This design comes from an exercise in tuning for small area on the open sky130 flow, not from production work. In this exercise RTL edits were held to simulation tests only and were not proved equivalent to the original. Power figures rest on the tool's default switching activity, not on a simulated workload.

==> flow/design.v <==
module adder(
	input clk,
	input reset,
	input upd,
	input team,
	input [2:0] delta,
	output reg [3:0] h0, h1, h2,
	output reg [3:0] g0, g1, g2
);
reg ht, gt;
wire [3:0] n0, n1, n2;
wire nt;
bcd_step step(.d0(team ? g0 : h0), .d1(team ? g1 : h1), .h(team ? g2 : h2),
	.t(team ? gt : ht), .delta(delta),
	.n0(n0), .n1(n1), .nh(n2), .nt(nt));
always @(posedge clk or negedge reset)
	if (!reset) begin
		h0 <= 4'd0; h1 <= 4'd0; h2 <= 4'd0; ht <= 1'b0;
	end else if (upd && !team) begin
		h0 <= n0; h1 <= n1; h2 <= n2; ht <= nt;
	end
always @(posedge clk or negedge reset)
	if (!reset) begin
		g0 <= 4'd0; g1 <= 4'd0; g2 <= 4'd0; gt <= 1'b0;
	end else if (upd && team) begin
		g0 <= n0; g1 <= n1; g2 <= n2; gt <= nt;
	end
endmodule
module bcd_step(
	input [3:0] d0, d1, h,
	input t,
	input [2:0] delta,
	output reg [3:0] n0, n1, nh,
	output reg nt
);
	reg [4:0] t5;
	reg up, dn, c1;
	reg [3:0] r0;
	always @(*) begin
		t5 = {1'b0, d0} + {{2{delta[2]}}, delta};
		dn = t5[4];
		up = !t5[4] && t5[3] && (t5[2] || t5[1]);
		if (up) r0 = t5[3:0] - 4'd10;
		else if (dn) r0 = t5[3:0] + 4'd10;
		else r0 = t5[3:0];
		n0 = r0;
		n1 = d1; c1 = 1'b0;
		if (up) begin
			if (d1 == 4'd9) begin n1 = 4'd0; c1 = 1'b1; end else n1 = d1 + 4'd1;
		end else if (dn) begin
			if (d1 == 4'd0) begin n1 = 4'd9; c1 = 1'b1; end else n1 = d1 - 4'd1;
		end
		nh = h; nt = t;
		if (c1 && !delta[2]) begin
			if (h == 4'd9) begin
				if (t) nh = 4'd10; else begin nh = 4'd0; nt = 1'b1; end
			end else nh = h + 4'd1;
		end else if (c1 && delta[2]) begin
			if (h == 4'd0) begin nh = 4'd9; nt = 1'b0; end
			else if (h == 4'd10) nh = 4'd9;
			else nh = h - 4'd1;
		end
		if (dn && c1 && h == 4'd0 && !t) begin
			nt = 1'b1; nh = 4'd10; n1 = 4'd4; n0 = r0 - 4'd2;
		end else if (h == 4'd10 && ((n1 == 4'd4 && r0 >= 4'd8) || n1 == 4'd5)) begin
			nt = 1'b0; nh = 4'd0; n1 = 4'd0; n0 = (r0 >= 4'd8) ? r0 - 4'd8 : r0 + 4'd2;
		end
	end
endmodule
module timer(
	input clk,
	input reset,
	input tick,
	input p,
	output reg [3:0] s0,
	output reg [2:0] s1,
	output reg [3:0] min,
	output reg pa, pb
);
reg stop;
wire zero = min == 4'd0 && s1 == 3'd0 && s0 == 4'd0;
always @(posedge clk or negedge reset)
	if (!reset) begin
		s0 <= 4'd0; s1 <= 3'd0; min <= 4'd10;
		pa <= 1'b1; pb <= 1'b0;
		stop <= 1'b0;
	end else if (tick && (p ^ stop)) begin
		stop <= 1'b0;
		if (!zero) begin
			if (s0 != 4'd0) s0 <= s0 - 4'd1;
			else begin
				s0 <= 4'd9;
				if (s1 != 3'd0) s1 <= s1 - 3'd1;
				else begin
					s1 <= 3'd5;
					min <= min - 4'd1;
				end
			end
		end else if (pa || pb) begin
			pa <= !pa && pb;
			pb <= pa ^ pb;
			min <= 4'd10;
			stop <= 1'b1;
		end
	end
endmodule
module datapath(
	input clk,
	input reset,
	input fire,
	input [3:0] key,
	input p,
	input tick,
	output [3:0] h0, h1, h2, g0, g1, g2,
	output [3:0] s0,
	output [2:0] s1,
	output [3:0] min,
	output pa, pb
);
	adder scores(.clk(clk), .reset(reset), .upd(fire), .team(key[3]), .delta(key[2:0]),
		.h0(h0), .h1(h1), .h2(h2), .g0(g0), .g1(g1), .g2(g2));
	timer timer(.clk(clk), .reset(reset), .tick(tick), .p(p),
		.s0(s0), .s1(s1), .min(min), .pa(pa), .pb(pb));
endmodule
module ps2scan(
	input clk,
	input reset,
	input ps2k_clk,
	input ps2k_data,
	output newcode,
	output [7:0] code
);
reg cs1, cs2, cs3;
reg ds1, ds2;
always @(posedge clk or negedge reset)
	if (!reset) {cs1, cs2, cs3} <= 3'b111;
	else        {cs1, cs2, cs3} <= {ps2k_clk, cs1, cs2};
always @(posedge clk) begin
	ds1 <= ps2k_data;
	ds2 <= ds1;
end
wire fall = cs3 & ~cs2;
wire d = ds2;
reg [3:0] num;
reg [7:0] sr;
always @(posedge clk or negedge reset)
	if (!reset) num <= 4'd0;
	else if (fall) begin
		if (num == 4'd0) begin
			if (!d) num <= 4'd1;
		end else if (num == 4'd10) begin
			if (d) num <= 4'd0;
		end else
			num <= num + 4'd1;
	end
always @(posedge clk)
	if (fall && num != 4'd0 && num <= 4'd8) sr <= {d, sr[7:1]};
assign newcode = fall && (num == 4'd10) && d;
assign code = sr;
endmodule
module receive(
	input [7:0] code,
	output reg [3:0] cls
);
	always @(*) begin
		case (code)
			8'h1c: cls = 4'b0001;  
			8'h1b: cls = 4'b0010;  
			8'h23: cls = 4'b0011;  
			8'h22: cls = 4'b0111;  
			8'h21: cls = 4'b0110;  
			8'h2a: cls = 4'b0101;  
			8'h3b: cls = 4'b1001;  
			8'h42: cls = 4'b1010;  
			8'h4b: cls = 4'b1011;  
			8'h32: cls = 4'b1111;  
			8'h31: cls = 4'b1110;  
			8'h3a: cls = 4'b1101;  
			8'h29: cls = 4'b1000;  
			default: cls = 4'b0000;
		endcase
	end
endmodule
module ps2_key(
	input clk,
	input reset,
	input ps2k_clk,
	input ps2k_data,
	output reg p,
	output fire,
	output [3:0] key
);
wire newcode;
wire [7:0] code;
ps2scan ps2scan(.clk(clk), .reset(reset), .ps2k_clk(ps2k_clk),
	.ps2k_data(ps2k_data), .newcode(newcode), .code(code));
wire [3:0] enc;
receive digits(.code(code), .cls(enc));
reg flag;
reg [3:0] cls;
wire prefix = (code == 8'hf0) || (code == 8'he0);
wire [3:0] ncls = flag ? 4'b0000 : enc;
wire wr = newcode && !prefix;
wire chg = wr && (ncls != cls);
always @(posedge clk or negedge reset)
	if (!reset) begin
		flag <= 1'b0;
		cls <= 4'b0000;
	end else if (newcode) begin
		if (prefix) flag <= 1'b1;
		else begin
			flag <= 1'b0;
			cls <= ncls;
		end
	end
function pause_of;
	input [3:0] c;
	pause_of = (c[2:0] != 3'b000) ? (c == 4'b1001) : !c[3];
endfunction
wire active = cls[2:0] != 3'b000;
always @(posedge clk or negedge reset)
	if (!reset) p <= 1'b0;
	else if (wr && pause_of(ncls) && !pause_of(cls)) p <= ~p;
localparam [8:0] CNT0 = 9'h1DC;
reg [8:0] cnt;
wire hit = (cnt == 9'h0FF);
always @(posedge clk)
	if (chg || !active) cnt <= CNT0;
	else cnt <= {cnt[7:0], ~(cnt[8] ^ cnt[4]) | hit};
assign fire = active && hit;
assign key = cls;
endmodule
module lcd(
	input clk,
	input reset,
	input sample,
	input fall,
	input [3:0] h2, h1, h0, g2, g1, g0,
	input [3:0] s0,
	input [2:0] s1,
	input [3:0] min,
	input pa, pb,
	output rs,
	output [7:0] dat
);
reg [4:0] state;
reg [3:0] snap, dig;
always @(posedge clk or negedge reset)
	if (!reset) state <= 5'd0;
	else if (fall) state <= (state == 5'd31) ? 5'd15 : state + 5'd1;
reg [3:0] sel;
always @(*) begin
	case (state)
		5'd15: sel = h2;
		5'd16: sel = h1;
		5'd17: sel = h0;
		5'd19: sel = {1'b0, !(pa || pb), pb, pa};
		5'd21: sel = {3'b000, min[3] && min[1]};
		5'd22: sel = min;
		5'd24: sel = {1'b0, s1};
		5'd25: sel = s0;
		5'd28: sel = g2;
		5'd29: sel = g1;
		5'd30: sel = g0;
		default: sel = g0;
	endcase
end
always @(posedge clk) begin
	if (sample) snap <= sel;
	if (fall) dig <= snap;
end
reg [8:0] b;
always @(*) begin
	case (state)
		5'd0:  b = 9'h000;
		5'd1:  b = 9'h038;
		5'd2:  b = 9'h00c;
		5'd3:  b = 9'h006;
		5'd4:  b = 9'h001;
		5'd5:  b = {1'b1, "H"};
		5'd6:  b = {1'b1, "O"};
		5'd7:  b = {1'b1, "M"};
		5'd8:  b = {1'b1, "E"};
		5'd9:  b = 9'h08b;
		5'd10: b = {1'b1, "G"};
		5'd11: b = {1'b1, "U"};
		5'd12: b = {1'b1, "E"};
		5'd13: b = {1'b1, "S"};
		5'd14: b = {1'b1, "T"};
		5'd15: b = 9'h0c0;
		5'd19: b = {1'b1, " "};
		5'd21: b = {1'b1, "-"};
		5'd24: b = {1'b1, ":"};
		5'd27: b = {1'b1, " "};
		5'd28: b = {1'b1, " "};
		default: b = {1'b1, 4'h3, dig[3] && !dig[1], dig[2], dig[1] && !dig[3], dig[0]};
	endcase
end
assign rs = b[8];
assign dat = b[7:0];
endmodule
module top(clk, rs, rw, en, dat, ps2k_clk, ps2k_data, reset);
 input clk, reset;
 input ps2k_clk, ps2k_data;
 output [7:0] dat;
 output rs, rw, en;
 reg [2:0] ph;
 reg clkr;
 reg [4:0] u;
 always @(posedge clk or negedge reset)
  if (!reset) begin
   ph <= 3'd0; clkr <= 1'b0; u <= 5'd0;
  end else begin
   ph <= ph + 3'd1;
   if (ph == 3'd7) begin
    clkr <= ~clkr;
    u <= (u == 5'd24) ? 5'd0 : u + 5'd1;
   end
  end
 wire tick = (u == 5'd12) && (ph == 3'd2);
 wire sample = (ph == 3'd5) && !clkr;
 wire fall = (ph == 3'd7) && clkr;
 wire p, fire;
 wire [3:0] key;
 ps2_key k(.clk(clk), .reset(reset), .ps2k_clk(ps2k_clk), .ps2k_data(ps2k_data),
  .p(p), .fire(fire), .key(key));
 wire [3:0] h0, h1, h2, g0, g1, g2, s0, min;
 wire [2:0] s1;
 wire pa, pb;
 datapath d(.clk(clk), .reset(reset), .fire(fire), .key(key), .p(p), .tick(tick),
  .h0(h0), .h1(h1), .h2(h2), .g0(g0), .g1(g1), .g2(g2),
  .s0(s0), .s1(s1), .min(min), .pa(pa), .pb(pb));
 lcd l(.clk(clk), .reset(reset), .sample(sample), .fall(fall),
  .h2(h2), .h1(h1), .h0(h0), .g2(g2), .g1(g1), .g0(g0),
  .s0(s0), .s1(s1), .min(min), .pa(pa), .pb(pb),
  .rs(rs), .dat(dat));
 assign en = clkr;
 assign rw = 1'b0;
endmodule
export LEC_CHECK = 0
export CAP_MARGIN = 20
export CORE_MARGIN = 2
export CORE_UTILIZATION = 40
export SLEW_MARGIN = 20
create_clock -name core_clock -period 10.0 [get_ports {clk}]
standard.sh (not shown) runs the stock make flow with config.mk's settings and CLKGATE_MAP_FILE= SYNTH_SCRIPT=/design/flow/synth_recipe.tcl, a recipe that flattens the netlist after the stock synthesis.
==> flow/flow/run.sh <==
#!/bin/bash
# Layout flow: the standard ORFS flow (standard.sh) with
#  - an area-oriented ABC script for the standard synthesis's logic mapping,
#    and no separate half/full-adder mapping (registers are mapped before
#    ABC runs, so they are the standard ones),
#  - small port buffers, and a clock tree without dummy loads.
# Each tool's output goes to a log file of its own in this folder.
set -euo pipefail
S=$PWD/scripts
rm -rf "$S"
cp -r "$FLOW_HOME/scripts" "$S"
cp flow/abc_area.script "$S/abc_area.script"
CTS="-sink_clustering_enable -repair_clock_nets -dont_use_dummy_load -buf_list sky130_fd_sc_hd__clkbuf_8"
bash standard.sh SCRIPTS_DIR="$S" ABC_AREA=1 ADDER_MAP_FILE= synth > synth.log 2>&1
bash standard.sh SCRIPTS_DIR="$S" ABC_AREA=1 ADDER_MAP_FILE= \
  BUFFER_PORTS_ARGS="-buffer_cell sky130_fd_sc_hd__buf_1" \
  CTS_ARGS="$CTS" finish > layout.log 2>&1
==> flow/flow/abc_area.script <==
strash
&get -n
&deepsyn -T 90
&put
dch -f
amap
topo
The starting point produced a clean layout.
Then changed:
--- a/flow/design.v
+++ b/flow/design.v
@@ -141,22 +141,19 @@
 end
 wire fall = cs3 & ~cs2;
 wire d = ds2;
-reg [3:0] num;
-reg [7:0] sr;
+reg busy;
+reg [9:0] sr;
 always @(posedge clk or negedge reset)
-	if (!reset) num <= 4'd0;
+	if (!reset) busy <= 1'b0;
 	else if (fall) begin
-		if (num == 4'd0) begin
-			if (!d) num <= 4'd1;
-		end else if (num == 4'd10) begin
-			if (d) num <= 4'd0;
-		end else
-			num <= num + 4'd1;
+		if (!busy) busy <= !d;
+		else if (sr[0] && d) busy <= 1'b0;
 	end
 always @(posedge clk)
-	if (fall && num != 4'd0 && num <= 4'd8) sr <= {d, sr[7:1]};
-assign newcode = fall && (num == 4'd10) && d;
-assign code = sr;
+	if (!busy) sr <= 10'b10_0000_0000;
+	else if (fall && !sr[0]) sr <= {d, sr[9:1]};
+assign newcode = fall && busy && sr[0] && d;
+assign code = sr[8:1];
 endmodule
 module receive(
 	input [7:0] code,
@@ -314,10 +311,10 @@
    ph <= ph + 3'd1;
    if (ph == 3'd7) begin
     clkr <= ~clkr;
-    u <= (u == 5'd24) ? 5'd0 : u + 5'd1;
+    u <= (u == 5'd20) ? 5'd0 : {u[3:0], ~(u[4] ^ u[2])};
    end
   end
- wire tick = (u == 5'd12) && (ph == 3'd2);
+ wire tick = (u == 5'd5) && (ph == 3'd2);
  wire sample = (ph == 3'd5) && !clkr;
  wire fall = (ph == 3'd7) && clkr;
  wire p, fire;
=> The changed run ran to the end with no violations. Total power rose by about a fifth. Wire length fell slightly. Design area fell by a few percent. Critical path depth rose by 19. Clock power stays flat. Worst setup slack degrades by 0.40 ns. Global-route usage fell by 1.0 points. Core utilization fell by 0.55 points.

---

Setup of main:
Another version of the RTL of top (not shown whole).
For scale: roughly 560 cells after synthesis, roughly 92 flip-flops, ~15 I/O pins, ~4600 µm² of cells after synthesis.
==> module top, before the edit <==
module top(clk, rs, rw, en, dat, ps2k_clk, ps2k_data, reset);
 input clk, reset;
 input ps2k_clk, ps2k_data;
 output [7:0] dat;
 output rs, rw, en;
 reg [2:0] ph;
 reg clkr;
 reg [4:0] u;
 always @(posedge clk or negedge reset)
  if (!reset) begin
   ph <= 3'd0; clkr <= 1'b0; u <= 5'd0;
  end else begin
   ph <= ph + 3'd1;
   if (ph == 3'd7) begin
    clkr <= ~clkr;
    u <= (u == 5'd20) ? 5'd0 : {u[3:0], ~(u[4] ^ u[2])};
   end
  end
 wire tick = (u == 5'd5) && (ph == 3'd2);
 wire sample = (ph == 3'd5) && !clkr;
 wire fall = (ph == 3'd7) && clkr;
 wire p, fire;
 wire [3:0] key;
 ps2_key k(.clk(clk), .reset(reset), .ps2k_clk(ps2k_clk), .ps2k_data(ps2k_data),
  .p(p), .fire(fire), .key(key));
 wire [3:0] h0, h1, h2, g0, g1, g2, s0, min;
 wire [2:0] s1;
 wire pa, pb;
 datapath d(.clk(clk), .reset(reset), .fire(fire), .key(key), .p(p), .tick(tick),
  .h0(h0), .h1(h1), .h2(h2), .g0(g0), .g1(g1), .g2(g2),
  .s0(s0), .s1(s1), .min(min), .pa(pa), .pb(pb));
 lcd l(.clk(clk), .reset(reset), .sample(sample), .fall(fall),
  .h2(h2), .h1(h1), .h0(h0), .g2(g2), .g1(g1), .g0(g0),
  .s0(s0), .s1(s1), .min(min), .pa(pa), .pb(pb),
  .rs(rs), .dat(dat));
 assign en = clkr;
 assign rw = 1'b0;
endmodule
==> flow/config.mk <==
export PLATFORM = sky130hd
export DESIGN_NAME = top
export DESIGN_NICKNAME = top
export VERILOG_FILES = /design/flow/design.v
export SDC_FILE = /design/flow/constraint.sdc
export NUM_CORES = 4
export LEC_CHECK = 0
export CAP_MARGIN = 20
export CORE_MARGIN = 2
export CORE_UTILIZATION = 40
export SLEW_MARGIN = 20
==> flow/constraint.sdc <==
create_clock -name core_clock -period 10.0 [get_ports {clk}]
set_input_delay 2.0000 -clock core_clock [delete_from_list [all_inputs] [get_ports {clk}]]
set_output_delay 2.0000 -clock core_clock [all_outputs]
set_load 0.01 [all_outputs]
==> flow/flow/abc_area.script <==
strash
&get -n
&deepsyn -T 150
&put
dch -f
amap
topo
Scripts as last shown in full above: flow/flow/run.sh
main has completed all stages; timing, DRC and antenna checks passed.
diff inputs: main => the feature branch
-- flow/design.v --
<<< main, line 307
  end else begin
   ph <= ph + 3'd1;
   if (ph == 3'd7) begin
    clkr <= ~clkr;
    u <= (u == 5'd20) ? 5'd0 : {u[3:0], ~(u[4] ^ u[2])};
   end
  end
 wire tick = (u == 5'd5) && (ph == 3'd2);
 wire sample = (ph == 3'd5) && !clkr;
 wire fall = (ph == 3'd7) && clkr;
>>> the feature branch, line 307
  end else begin
   ph <= ph + 3'd1;
   if (ph == 3'd7) clkr <= ~clkr;
   u <= {u[3:0], ~(u[4] ^ u[0]) ^ (u[2] & ~u[3])};
  end
 wire tick = (u == 5'd24) && (ph == 3'd2);
 wire sample = (ph == 3'd5) && !clkr;
 wire fall = (ph == 3'd7) && clkr;
==> comparison <==
Summary of the feature branch over main: cell-internal power higher, number of antenna repair diodes has remained practically unchanged, floorplan die area now sits higher, met3 wirelength from detailed routing saw an increase. Setup slack in the feature branch is larger than in main. main → the feature branch: routed wire length has decreased; detailed-route via count has increased; non-clock buffer count has decreased; area fraction in compound gates after synthesis has increased. Looking only at number of standard cells in the layout, taps in and fillers out, and setting everything else aside, the lower value of the feature branch and main goes to main. Compared with main, the feature branch shows a higher area of the mapped netlist. End point of the critical path: d.scores.h0[2]$_DFFE_PN0P_ -> the feature branch, d.scores.h2[3]$_DFFE_PN0P_ -> main. Most frequent standard cell in the layout excluding fill and tap cells: sky130_fd_sc_hd__clkinv_1 -> the feature branch, sky130_fd_sc_hd__nor2_1 -> main.

-- re-timing with driven ports --
The flow's constraints put no driver on any port. The routed layouts listed below were extracted and timed again, unchanged, in two steps. Step 1 (the two cells are an assumption about what drives the block):
set clk [get_ports {clk}]
set_driving_cell -lib_cell sky130_fd_sc_hd__clkbuf_16 $clk
set_driving_cell -lib_cell sky130_fd_sc_hd__buf_2 [delete_from_list [all_inputs] $clk]
Step 2 also shifts input and output timing later by t, the mid clock arrival at the registers, as if the neighbouring blocks saw the same clock. Slacks: no drivers / after step 1 / after step 2; pairs: no drivers / after step 1.
run	shift t [ns]	setup slack, ns	clock arrival spread, ns
the first run of note 1	0.398	4.425 / 4.392 / 4.428	0.024 / 0.025
the second run of note 1	0.382	4.022 / 4.022 / 4.022	0.033 / 0.034
main	0.395	3.823 / 3.823 / 3.823	0.027 / 0.026
the feature branch	0.378	4.490 / 4.490 / 4.490	0.023 / 0.022
After both steps setup and hold are still met in every run listed.
